Context: an optimization exercise on an open-source flow, tuned for small area and a short achievable clock period. The choices shown serve that exercise and are no tape-out recipe. RTL that was checked went through simulation tests only; none was proved equivalent to the original. Power and IR drop assume default switching activity.

lane 5:
==> flow/design.v <==
module MIPS(
	input cclk,
	input reset,
	input [31:0] imem_data,
	output [31:0] imem_addr,
	output [31:0] result
    );
	reg  [31:0] pc;
	reg  [31:0] ifid_pc4;           
	reg  [31:0] ifid_inst;          
	reg  [31:0] preA, preB;         
	reg         a_ex, a_mem, a_rf;
	reg         b_ex, b_mem, b_rf, b_imm;
	reg         s_ex, s_mem, s_rf;
	reg         d_R, d_lw, d_sw, d_beq, d_jal, d_jr;    
	reg         k_add, k_sub, k_slt, k_or, k_and;       
	reg         lu_q;               
	reg  [31:0] res_q;              
	reg  [31:0] ex_sdata;           
	reg  [4:0]  ex_dst;             
	reg  [4:0]  ex_rt;              
	reg         ex_rw, ex_m2r, ex_mr, ex_mw, ex_jal;
	reg  [31:0] mem_wd;             
	reg  [4:0]  mem_dst;            
	reg         mem_rw;             
	reg         wb_rw;              
	reg  [31:0] pre31;              
	reg  [31:0] rf_v;               
	reg  [31:0] dm_v;               
	wire [1023:0] rf_all;           
	wire [1023:0] dm_all;           
	wire [4:0]  rs  = ifid_inst[25:21];
	wire [4:0]  rt  = ifid_inst[20:16];
	wire [4:0]  rd  = ifid_inst[15:11];
	wire [15:0] imm = ifid_inst[15:0];
	wire [31:0] sext = {{16{imm[15]}}, imm};
	wire if_flush = d_beq | d_jal;
	wire hz       = lu_q | if_flush;
	wire [31:0] opA  = ({32{a_ex}} & res_q) | ({32{a_mem}} & mem_wd) | ({32{a_rf}} & preA);
	wire [31:0] opB  = ({32{b_ex}} & res_q) | ({32{b_mem}} & mem_wd) | ({32{b_rf}} & preB) |
	                   ({32{b_imm}} & sext);
	wire [31:0] opS  = ({32{s_ex}} & res_q) | ({32{s_mem}} & mem_wd) | ({32{s_rf}} & preB);
	wire [31:0] sum  = opA + opB;
	wire [32:0] dif  = {1'b0, opA} - {1'b0, opB};
	wire        ltu  = dif[32];
	wire [31:0] res_n = ({32{k_add & ~hz}} & sum) |
	                    ({32{k_sub & ~hz}} & dif[31:0]) |
	                    ({32{k_slt & ~hz}} & {31'd0, ltu}) |
	                    ({32{k_or  & ~hz}} & (opA | opB)) |
	                    ({32{k_and & ~hz}} & (opA & opB));
	wire [31:0] r31    = pre31;
	wire        same   = (preA == preB);
	wire [31:0] pc4    = pc + 32'd4;
	wire [31:0] beq_pc = ifid_pc4 + {sext[29:0], 2'b00};
	wire [31:0] jal_pc = {2'b00, ifid_pc4[31:28], ifid_inst[23:0], 2'b00};
	wire [31:0] pc_nx  = d_jal ? jal_pc :
	                     d_jr  ? r31 :
	                     (d_beq & same) ? beq_pc : pc4;
	wire        ex_rw_n  = ~hz & (d_R | d_lw | d_jr);
	wire [4:0]  ex_dst_n = (~hz & d_R) ? rd : rt;
	wire [4:0]  maddr = res_q[4:0];
	function [31:0] dm_read(input [4:0] a, input [31:0] v, input [1023:0] w);
		reg [31:0] dec, r;
		integer i;
		begin
			dec = 32'd1 << a;
			r = 32'd0;
			for (i = 0; i < 32; i = i + 1)
				r = r | ({32{dec[i] & v[i]}} & w[32*i +: 32]) |
				        ({32{dec[i] & ~v[i]}} & ((i == 12) ? 32'd30 : 32'd0));
			dm_read = r;
		end
	endfunction
	wire [31:0] mrd    = dm_read(maddr, dm_v, dm_all);
	wire [31:0] wd_n   = ex_jal ? ex_sdata : ex_m2r ? mrd : res_q;
	wire [4:0]  mdst_n = ex_jal ? 5'd31 : ex_dst;
	wire [31:0] wen    = {32{mem_rw}} & (32'd1 << mdst_n);
	wire        go     = ~hz;                     
	wire        keep   = lu_q & ~if_flush;        
	wire [31:0] inst_n = if_flush ? 32'd0 : lu_q ? ifid_inst : imem_data;
	wire [4:0]  irs    = imem_data[25:21];
	wire [4:0]  irt    = imem_data[20:16];
	wire [5:0]  iop    = imem_data[31:26];
	wire [5:0]  ifn    = imem_data[5:0];
	function [31:0] rf_init(input [4:0] a);
		case (a)
			5'd2: rf_init = 32'd8;
			5'd4: rf_init = 32'd9;
			5'd5: rf_init = 32'd8;
			5'd6: rf_init = 32'd7;
			5'd7: rf_init = 32'd6;
			default: rf_init = 32'd0;
		endcase
	endfunction
	function [31:0] rf_read(input [4:0] a, input g, input [31:0] v, input [1023:0] w);
		reg [31:0] dec, r;
		integer i;
		begin
			dec = {32{g}} & (32'd1 << a);
			r = 32'd0;
			for (i = 0; i < 32; i = i + 1)
				r = r | ({32{dec[i] & v[i]}} & w[32*i +: 32]) |
				        ({32{dec[i] & ~v[i]}} & rf_init(i[4:0]));
			rf_read = r;
		end
	endfunction
	wire [31:0] r0     = {32{rf_v[0]}} & rf_all[31:0];
	wire [31:0] holdA  = (wb_rw & (mem_dst == rs)) ? mem_wd : preA;
	wire [31:0] holdB  = (wb_rw & (mem_dst == rt)) ? mem_wd : preB;
	wire [31:0] preA_n = rf_read(irs, go, rf_v, rf_all) |
	                     ({32{keep}} & holdA) | ({32{if_flush}} & r0);
	wire [31:0] preB_n = rf_read(irt, go, rf_v, rf_all) |
	                     ({32{keep}} & holdB) | ({32{if_flush}} & r0);
	wire        ex_nz    = (ex_dst_n != 5'd0);
	wire        mem_nz   = ex_rw & (mdst_n != 5'd0);
	wire        fa_ex_i  = ex_rw_n & ex_nz & (ex_dst_n == irs);
	wire        fb_ex_i  = ex_rw_n & ex_nz & (ex_dst_n == irt);
	wire        fa_mem_i = mem_nz & (mdst_n == irs);
	wire        fb_mem_i = mem_nz & (mdst_n == irt);
	wire        fa_mem_k = mem_nz & (mdst_n == rs);
	wire        fb_mem_k = mem_nz & (mdst_n == rt);
	wire        fa_ex_n  = go & fa_ex_i;
	wire        fb_ex_n  = go & fb_ex_i;
	wire        fa_mem_n = (go & ~fa_ex_i & fa_mem_i) | (keep & fa_mem_k);
	wire        fb_mem_n = (go & ~fb_ex_i & fb_mem_i) | (keep & fb_mem_k);
	wire        n_R    = go ? (iop == 6'b000000) : keep ? d_R   : 1'b1;
	wire        n_lw   = go ? (iop == 6'b100011) : keep & d_lw;
	wire        n_sw   = go ? (iop == 6'b101011) : keep & d_sw;
	wire        n_beq  = go ? (iop == 6'b000100) : keep & d_beq;
	wire        n_jal  = go ? (iop == 6'b000011) : keep & d_jal;
	wire        n_jr   = go ? (iop == 6'b001100) : keep & d_jr;
	wire [3:0]  nfn    = go ? ifn[3:0] : keep ? imm[3:0] : 4'd0;
	wire        nf_add = (nfn == 4'b0000);
	wire        nf_sub = (nfn == 4'b0010);
	wire        nf_or  = (nfn == 4'b0101);
	wire        nf_slt = (nfn == 4'b1010);
	wire        n_imm  = n_lw | n_sw;
	wire        lu_n   = go & d_lw & ((irs == rt) | (irt == rt));
	always @(posedge cclk or posedge reset) begin
		if (reset) pc <= 32'd0;
		else pc <= pc_nx;
	end
	always @(posedge cclk or posedge reset) begin
		if (reset) ifid_inst[15:11] <= 5'd0;
		else ifid_inst[15:11] <= inst_n[15:11];
	end
	always @(posedge cclk) begin
		ifid_inst[31:16] <= inst_n[31:16];
		ifid_inst[10:0]  <= inst_n[10:0];
	end
	always @(posedge cclk or posedge reset) begin
		if (reset) begin
			d_R    <= 1'b1;
			d_lw   <= 1'b0;
			d_sw   <= 1'b0;
			d_beq  <= 1'b0;
			d_jal  <= 1'b0;
			d_jr   <= 1'b0;
			k_add  <= 1'b1;
			k_sub  <= 1'b0;
			k_slt  <= 1'b0;
			k_or   <= 1'b0;
			k_and  <= 1'b0;
			lu_q   <= 1'b0;
			a_ex   <= 1'b0;
			a_mem  <= 1'b0;
			a_rf   <= 1'b0;
			b_ex   <= 1'b0;
			b_mem  <= 1'b0;
			b_rf   <= 1'b0;
			b_imm  <= 1'b0;
			s_ex   <= 1'b0;
			s_mem  <= 1'b0;
			s_rf   <= 1'b0;
		end else begin
			d_R    <= n_R;
			d_lw   <= n_lw;
			d_sw   <= n_sw;
			d_beq  <= n_beq;
			d_jal  <= n_jal;
			d_jr   <= n_jr;
			k_add  <= ~n_R | nf_add;
			k_sub  <= n_R & nf_sub;
			k_slt  <= n_R & nf_slt;
			k_or   <= n_R & nf_or;
			k_and  <= n_R & ~(nf_add | nf_sub | nf_or | nf_slt);
			lu_q   <= lu_n;
			a_ex   <= fa_ex_n;
			a_mem  <= fa_mem_n;
			a_rf   <= ~fa_ex_n & ~fa_mem_n;
			b_ex   <= ~n_imm & fb_ex_n;
			b_mem  <= ~n_imm & fb_mem_n;
			b_rf   <= ~n_imm & ~fb_ex_n & ~fb_mem_n;
			b_imm  <= n_imm;
			s_ex   <= fb_ex_n;
			s_mem  <= fb_mem_n;
			s_rf   <= ~fb_ex_n & ~fb_mem_n;
		end
	end
	always @(posedge cclk) begin
		preA     <= preA_n;
		preB     <= preB_n;
		ifid_pc4 <= pc4;
	end
	always @(posedge cclk or posedge reset) begin
		if (reset) begin
			res_q  <= 32'd0;
			ex_rw  <= 1'b0;
			ex_m2r <= 1'b0;
			ex_mr  <= 1'b0;
			ex_mw  <= 1'b0;
			ex_jal <= 1'b0;
		end else begin
			res_q  <= res_n;
			ex_rw  <= ex_rw_n;
			ex_m2r <= ~hz & (d_lw | d_jr);
			ex_mr  <= ~hz & d_lw;
			ex_mw  <= ~hz & d_sw;
			ex_jal <= d_jal;
		end
	end
	always @(posedge cclk) begin
		ex_sdata <= d_jal ? ifid_pc4 : opS;
		ex_dst   <= ex_dst_n;
		ex_rt    <= rt;
	end
	always @(posedge cclk or posedge reset) begin
		if (reset) dm_v <= 32'd0;
		else if (ex_mw) dm_v[maddr] <= 1'b1;
	end
	genvar g;
	generate
		for (g = 0; g < 32; g = g + 1) begin : DM
			reg [31:0] w;
			always @(posedge cclk) begin
				if (ex_mw && maddr == g) w <= ex_sdata;
			end
			assign dm_all[32*g +: 32] = w;
		end
	endgenerate
	always @(posedge cclk) begin
		mem_wd  <= wd_n;
		mem_dst <= mdst_n;
	end
	always @(posedge cclk or posedge reset) begin
		if (reset) begin
			mem_rw <= 1'b0;
			wb_rw  <= 1'b0;
		end else begin
			mem_rw <= ex_rw;
			wb_rw  <= mem_rw;
		end
	end
	always @(posedge cclk) begin
		pre31 <= {32{rf_v[31]}} & rf_all[32*31 +: 32];
	end
	always @(posedge cclk or posedge reset) begin
		if (reset) rf_v <= 32'd0;
		else rf_v <= rf_v | wen;
	end
	generate
		for (g = 0; g < 32; g = g + 1) begin : RF
			reg [31:0] w;
			always @(posedge cclk) begin
				if (wen[g]) w <= wd_n;
			end
			assign rf_all[32*g +: 32] = w;
		end
	endgenerate
	assign imem_addr = pc;
	assign result    = res_q;
endmodule
export LEC_CHECK = 0
export CAP_MARGIN = 20
export CELL_PAD_IN_SITES_DETAIL_PLACEMENT = 1
export CORE_MARGIN = 2
export CORE_UTILIZATION = 35
export CTS_CLUSTER_DIAMETER = 85
export CTS_CLUSTER_SIZE = 30
export PLACE_DENSITY = 0.45
export SLEW_MARGIN = 20
create_clock -name core_clock -period 12.0 [get_ports {cclk}]
standard.sh (not shown) runs the stock make flow with config.mk's settings and CLKGATE_MAP_FILE= SYNTH_SCRIPT=/design/flow/synth_recipe.tcl, a recipe that flattens the netlist after the stock synthesis.
==> flow/flow/run.sh <==
#!/bin/bash
# Own flow: the standard layout (standard.sh, with its unchanged synthesis),
# with two changes to how the layout is made:
#  - the resizer's setup repair aims at a slack margin below the clock period,
#    so that it works on paths well inside the period instead of stopping at it;
#  - the port buffers are plain buffers (buf_4) rather than the delay cell
#    buffer_ports picks by default.
# Each step's full output is in synth.log / layout.log here and in ORFS's own
# per-step logs under orfs/logs.
set -euo pipefail
MARGIN=8
bash standard.sh synth > synth.log 2>&1
bash standard.sh SETUP_SLACK_MARGIN=$MARGIN "BUFFER_PORTS_ARGS=-buffer_cell sky130_fd_sc_hd__buf_4" finish > layout.log 2>&1
diff inputs: lane 5 => lane 1
--- a/flow/design.v
+++ b/flow/design.v
@@ -22,9 +22,8 @@
 	reg         ex_rw, ex_m2r, ex_mr, ex_mw, ex_jal;
 	reg  [31:0] mem_wd;             
 	reg  [4:0]  mem_dst;            
 	reg         mem_rw;             
-	reg         wb_rw;              
 	reg  [31:0] pre31;              
 	reg  [31:0] rf_v;               
 	reg  [31:0] dm_v;               
 	wire [1023:0] rf_all;           
@@ -42,8 +41,13 @@
 	wire [31:0] opS  = ({32{s_ex}} & res_q) | ({32{s_mem}} & mem_wd) | ({32{s_rf}} & preB);
 	wire [31:0] sum  = opA + opB;
 	wire [32:0] dif  = {1'b0, opA} - {1'b0, opB};
 	wire        ltu  = dif[32];
+	wire [4:0]  alu5  = ({5{k_add}} & sum[4:0]) |
+	                    ({5{k_sub}} & dif[4:0]) |
+	                    ({5{k_slt}} & {4'd0, ltu}) |
+	                    ({5{k_or }} & (opA[4:0] | opB[4:0])) |
+	                    ({5{k_and}} & (opA[4:0] & opB[4:0]));
 	wire [31:0] res_n = ({32{k_add & ~hz}} & sum) |
 	                    ({32{k_sub & ~hz}} & dif[31:0]) |
 	                    ({32{k_slt & ~hz}} & {31'd0, ltu}) |
 	                    ({32{k_or  & ~hz}} & (opA | opB)) |
@@ -57,9 +61,9 @@
 	                     d_jr  ? r31 :
 	                     (d_beq & same) ? beq_pc : pc4;
 	wire        ex_rw_n  = ~hz & (d_R | d_lw | d_jr);
 	wire [4:0]  ex_dst_n = (~hz & d_R) ? rd : rt;
-	wire [4:0]  maddr = res_q[4:0];
+	reg  [4:0]  maddr;
 	function [31:0] dm_read(input [4:0] a, input [31:0] v, input [1023:0] w);
 		reg [31:0] dec, r;
 		integer i;
 		begin
@@ -91,27 +95,25 @@
 			5'd7: rf_init = 32'd6;
 			default: rf_init = 32'd0;
 		endcase
 	endfunction
-	function [31:0] rf_read(input [4:0] a, input g, input [31:0] v, input [1023:0] w);
-		reg [31:0] dec, r;
+	function [31:0] rf_read(input [31:0] sel, input [31:0] v, input [1023:0] w);
+		reg [31:0] r;
 		integer i;
 		begin
-			dec = {32{g}} & (32'd1 << a);
 			r = 32'd0;
 			for (i = 0; i < 32; i = i + 1)
-				r = r | ({32{dec[i] & v[i]}} & w[32*i +: 32]) |
-				        ({32{dec[i] & ~v[i]}} & rf_init(i[4:0]));
+				r = r | ({32{sel[i] & v[i]}} & w[32*i +: 32]) |
+				        ({32{sel[i] & ~v[i]}} & rf_init(i[4:0]));
 			rf_read = r;
 		end
 	endfunction
-	wire [31:0] r0     = {32{rf_v[0]}} & rf_all[31:0];
-	wire [31:0] holdA  = (wb_rw & (mem_dst == rs)) ? mem_wd : preA;
-	wire [31:0] holdB  = (wb_rw & (mem_dst == rt)) ? mem_wd : preB;
-	wire [31:0] preA_n = rf_read(irs, go, rf_v, rf_all) |
-	                     ({32{keep}} & holdA) | ({32{if_flush}} & r0);
-	wire [31:0] preB_n = rf_read(irt, go, rf_v, rf_all) |
-	                     ({32{keep}} & holdB) | ({32{if_flush}} & r0);
+	wire [31:0] selA   = ({32{go}} & (32'd1 << irs)) | ({32{keep}} & (32'd1 << rs)) |
+	                     {31'd0, if_flush};
+	wire [31:0] selB   = ({32{go}} & (32'd1 << irt)) | ({32{keep}} & (32'd1 << rt)) |
+	                     {31'd0, if_flush};
+	wire [31:0] preA_n = rf_read(selA, rf_v, rf_all);
+	wire [31:0] preB_n = rf_read(selB, rf_v, rf_all);
 	wire        ex_nz    = (ex_dst_n != 5'd0);
 	wire        mem_nz   = ex_rw & (mdst_n != 5'd0);
 	wire        fa_ex_i  = ex_rw_n & ex_nz & (ex_dst_n == irs);
 	wire        fb_ex_i  = ex_rw_n & ex_nz & (ex_dst_n == irt);
@@ -220,8 +222,9 @@
 		end
 	end
 	always @(posedge cclk) begin
 		ex_sdata <= d_jal ? ifid_pc4 : opS;
+		maddr    <= alu5;
 		ex_dst   <= ex_dst_n;
 		ex_rt    <= rt;
 	end
 	always @(posedge cclk or posedge reset) begin
@@ -244,12 +247,10 @@
 	end
 	always @(posedge cclk or posedge reset) begin
 		if (reset) begin
 			mem_rw <= 1'b0;
-			wb_rw  <= 1'b0;
 		end else begin
 			mem_rw <= ex_rw;
-			wb_rw  <= mem_rw;
 		end
 	end
 	always @(posedge cclk) begin
 		pre31 <= {32{rf_v[31]}} & rf_all[32*31 +: 32];
The higher sequential share of cell area of lane 1 and lane 5 is in lane 5. Compared with lane 5, lane 1 shows final critical delay including setup and external delays higher by 79 ps. NOTE post-cts repair resize count lane 5->lane 1 increased by more than a quarter. Summary: overall power, lane 1 better than lane 5. Against lane 5, lane 1 comes in 27% lower on pin count of the biggest net entering global routing. In lane 1, the via count came out 804 below the value in lane 5. Any difference in synthesized cell count between lane 5 and lane 1 is small enough to ignore. Re maximum frequency: lane 5 was higher than lane 1.
Only the layout flow was run in lane 1; the RTL was not checked for function there.

what the ideal ports hide:
No port has a modelled driver above. Below, the same layouts with a new extraction and two added sets of constraints.
Step 1: set_driving_cell puts a clkbuf_16 on cclk and a buf_2 on each other input, an assumption about the parent block.
Step 2 moves the port delays by t, midway between the first and last clock arrival at a register: inputs arrive t later, outputs are due t later. That takes back most of the time a late clock gives input paths.
a / b / c = ideal / step 1 / step 2; a / b = the first two.
| run | shift t [ns] | slack for setup (ns) | slew at the worst register clock pin (ns) |
|---|---|---|---|
| lane 5 | 1.040 | 7.925 / 7.859 / 6.958 | 0.12 / 0.12 |
| lane 1 | 1.028 | 7.846 / 7.813 / 6.893 | 0.12 / 0.12 |
After both steps every run listed still meets setup and hold. For lane 5, which loses most, drivers alone change the setup slack by -0.066 ns; drivers and shift together by -0.967 ns.
